Context: an optimization exercise on an open-source flow, tuned for small area and a short achievable clock period. The choices shown serve that exercise and are no tape-out recipe. In this exercise RTL edits were held to simulation tests only and were not proved equivalent to the original.

==> flow/design.v (excerpt) <==
module multiplier_pipelined(
    input logic clk,
    input logic[31:0] a,
    input logic[31:0] b,
    output logic[63:0] r
);
    logic ra1;
    logic ra2;
    logic ra3;
    logic ra4;
    logic ra5;
    logic ra6;
    logic ra7;
    logic ra8;
    logic ra9;
    logic ra10;
    logic ra11;
    logic ra12;
    logic ra13;
    logic ra14;
    logic ra15;
    logic ra16;
    logic ra17;
    logic ra18;
    logic ra19;
    logic ra20;
    logic ra21;
    logic ra22;
    logic ra23;
    logic ra24;
    logic ra25;
    logic ra26;
    logic ra27;
    logic ra28;
    logic ra29;
    logic ra30;
    logic ra31;
    logic ra32;
    logic rt34;
    logic rt35;
    logic rt36;
    logic rt37;
    logic rt38;
    logic rt39;
    logic rt40;
    logic rt41;
    logic rt42;
    logic rt43;
    logic rt44;
    logic rt45;
    logic rt46;
    logic rt47;
    logic rt48;
    logic rt49;
    logic rt50;
    logic rt51;
    logic rt52;
    logic rt53;
    logic rt54;
  ...
export LEC_CHECK = 0
export CAP_MARGIN = 20
export CORE_MARGIN = 2
export CORE_UTILIZATION = 40
export SETUP_SLACK_MARGIN = 5.0
export SLEW_MARGIN = 20
export SYNTH_HIERARCHICAL = 1
export SYNTH_MINIMUM_KEEP_SIZE = 0
create_clock -name core_clock -period 9.0 [get_ports {clk}]
standard.sh (not shown) runs the stock make flow with config.mk's settings and CLKGATE_MAP_FILE= SYNTH_SCRIPT=/design/flow/synth_recipe.tcl, a recipe that flattens the netlist after the stock synthesis.
==> flow/flow/run.sh <==
#!/bin/bash
# Standard ORFS layout (the standard.sh, unchanged synthesis), with the port
# buffers that global placement inserts made plain buffers instead of the
# default delay-cell choice. Each tool's output goes to a log file here.
set -euo pipefail
export BUFFER_PORTS_ARGS="-buffer_cell sky130_fd_sc_hd__buf_4"
bash standard.sh > standard_flow.log 2>&1
Then changed:
Settings changed: SETUP_SLACK_MARGIN 5.0 to 4.5.
=> The new run finished with timing, DRC and antenna clean. Area after synthesis is unchanged. Worst hold slack improves by 120 ps. Clock-buffer cell count goes down by 2. Routed wire length goes down by about 8%. Final area goes down by about 11%. Setup slack degrades by 220 ps.
Then changed:
--- a/flow/flow/run.sh
+++ b/flow/flow/run.sh
@@ -6 +6 @@
-export BUFFER_PORTS_ARGS="-buffer_cell sky130_fd_sc_hd__buf_4"
+export BUFFER_PORTS_ARGS="-buffer_cell sky130_fd_sc_hd__buf_2"
Settings changed: SETUP_SLACK_MARGIN 4.5 to 4.8.
Die area does not change.
Clock skew went down by 7.0 ps.
Final cell count goes up by 0.65%.

---

== willow ==
Another version of the RTL of multiplier_pipelined (not shown whole).
Size: roughly 2,800 cells after synthesis, roughly 130 I/O pins, roughly 26,000 um^2 of cells after synthesis.
export LEC_CHECK = 0
export CAP_MARGIN = 20
export CORE_MARGIN = 2
export CORE_UTILIZATION = 40
export SETUP_SLACK_MARGIN = 4.0
export SLEW_MARGIN = 20
export SYNTH_HIERARCHICAL = 1
export SYNTH_MINIMUM_KEEP_SIZE = 0
create_clock -name core_clock -period 9.0 [get_ports {clk}]
==> flow/flow/run.sh <==
#!/bin/bash
# Standard ORFS layout (the standard.sh, unchanged synthesis), with the port
# buffers that global placement inserts made plain buffers instead of the
# default delay-cell choice. Each tool's output goes to a log file here.
set -euo pipefail
export BUFFER_PORTS_ARGS="-buffer_cell sky130_fd_sc_hd__buf_4"
bash standard.sh > standard_flow.log 2>&1
Inputs modified between willow and onyx:
==> flow/run.sh (new file) <==
#!/bin/bash
# synth_recipe.tcl (not shown) runs the flow's synth.tcl, then flattens the netlist and writes it again
# the make line also repeats each setting of config.mk as NAME=value (left out here)
make -C /OpenROAD-flow-scripts/flow DESIGN_CONFIG=/design/flow/config.mk WORK_HOME=/design/flow/orfs CLKGATE_MAP_FILE= SYNTH_SCRIPT=/design/flow/synth_recipe.tcl finish
removed: flow/flow/run.sh
removed: flow/standard.sh
Notes after the runs:
onyx completed end to end with timing, DRC and antenna clean. Sort onyx and willow by average wire per cell in the routed design, ascending, and willow comes first. Diff onyx and willow: placed cell area higher in onyx. onyx falls short of willow in finished layout cell area. onyx: core utilization is 0.24 points higher than what willow reported. Worst path setup slack after routing, onyx and willow: higher on willow. Register-to-register slack of onyx is on par with willow. Portion of the clock cycle consumed by the worst path in the final layout: willow vs onyx, no meaningful difference. Delta (onyx minus willow): total stage count of the critical path saw an increase.

---

RTL: one of the versions met above, not the one the previous note started from.
Size: ~2800 cells after synthesis, ~130 I/O pins, roughly 27000 um2 of cells after synthesis.
clock: 9.0 ns
lec_check: 0
cap_margin: 20
core_margin: 2
core_utilization: 40
setup_slack_margin: 4.2
slew_margin: 20
synth_hierarchical: 1
synth_minimum_keep_size: 0
==> flow/flow/run.sh <==
#!/bin/bash
# Standard ORFS layout (the standard.sh, unchanged synthesis), with the port
# buffers that global placement inserts made plain buffers instead of the
# default delay-cell choice. Each tool's output goes to a log file here.
set -euo pipefail
export BUFFER_PORTS_ARGS="-buffer_cell sky130_fd_sc_hd__buf_4"
bash standard.sh > standard_flow.log 2>&1
The baseline completed without violations.
Change:
--- a/flow/flow/run.sh
+++ b/flow/flow/run.sh
@@ -5,3 +5,3 @@
 set -euo pipefail
-export BUFFER_PORTS_ARGS="-buffer_cell sky130_fd_sc_hd__buf_4"
+export BUFFER_PORTS_ARGS="-buffer_cell sky130_fd_sc_hd__buf_2"
 bash standard.sh > standard_flow.log 2>&1
CTS_CLUSTER_DIAMETER = 150   (was unset)
CTS_CLUSTER_SIZE = 30   (was unset)
SETUP_SLACK_MARGIN = 4.8   (was 4.2)
Maximum frequency went up by 12%.
Via count went up by 0.96%.
Die area is unchanged.
Change:
PLACE_DENSITY = 0.75   (was unset)
Outcome:
- final area came out lower by 0.43%
- register-to-register slack gets worse by 80 ps
Change:
--- a/flow/flow/run.sh
+++ b/flow/flow/run.sh
@@ -5,3 +5,3 @@
 set -euo pipefail
-export BUFFER_PORTS_ARGS="-buffer_cell sky130_fd_sc_hd__buf_2"
+export BUFFER_PORTS_ARGS="-buffer_cell sky130_fd_sc_hd__buf_4"
 bash standard.sh > standard_flow.log 2>&1
CTS_CLUSTER_DIAMETER = unset   (was 150)
CTS_CLUSTER_SIZE = unset   (was 30)
PLACE_DENSITY = unset   (was 0.75)
After rerunning: The new run finished clean. Die area stays the same. Via count decreases slightly. Core utilization increases by 1.4 points. Wire length increases by a few percent. Sequential share of layout area decreases by 0.40 points. Critical path depth increases by 2. Setup slack got worse by 5.9 ps. Final cell count increases slightly.

[separate check: timing with driven ports]
The flow's constraints put no driver on any port. The routed layouts listed below were extracted and timed again, unchanged, in two steps.
Step 1: set_driving_cell puts a clkbuf_16 on clk and a buf_2 on each other input, an assumption about the parent block.
Step 2, shift: input delay + t, output delay - t, t = (earliest + latest rising clock arrival at the registers) / 2. This alone moves slack from input paths to output paths.
a / b / c = ideal ports / drivers / drivers and shift; a / b = the first two.
| run | t (ns) | setup WS [ns] | worst data-port slew with drivers (ns) |
|---|---|---|---|
| the first run of note 1 | 0.643 | 4.764 / 4.697 / 4.572 | 0.07 |
| the second run of note 1 | 0.641 | 4.548 / 4.490 / 4.548 | 0.07 |
| the third run of note 1 | 0.656 | 4.751 / 4.686 / 4.617 | 0.07 |
| willow | 0.585 | 3.742 / 3.742 / 3.742 | 0.05 |
| onyx | 0.565 | 3.734 / 3.734 / 3.734 | 0.04 |
| the first run of note 3 | 0.640 | 4.339 / 4.275 / 4.464 | 0.06 |
| the second run of note 3 | 0.597 | 4.825 / 4.761 / 4.649 | 0.07 |
| the third run of note 3 | 0.581 | 4.757 / 4.691 / 4.700 | 0.07 |
| the fourth run of note 3 | 0.641 | 4.751 / 4.683 / 4.607 | 0.06 |
After both steps setup and hold are still met in every run listed. The setup slack of the first run of note 1, which loses most, moves by -0.067 ns with the drivers and by -0.192 ns with both steps.
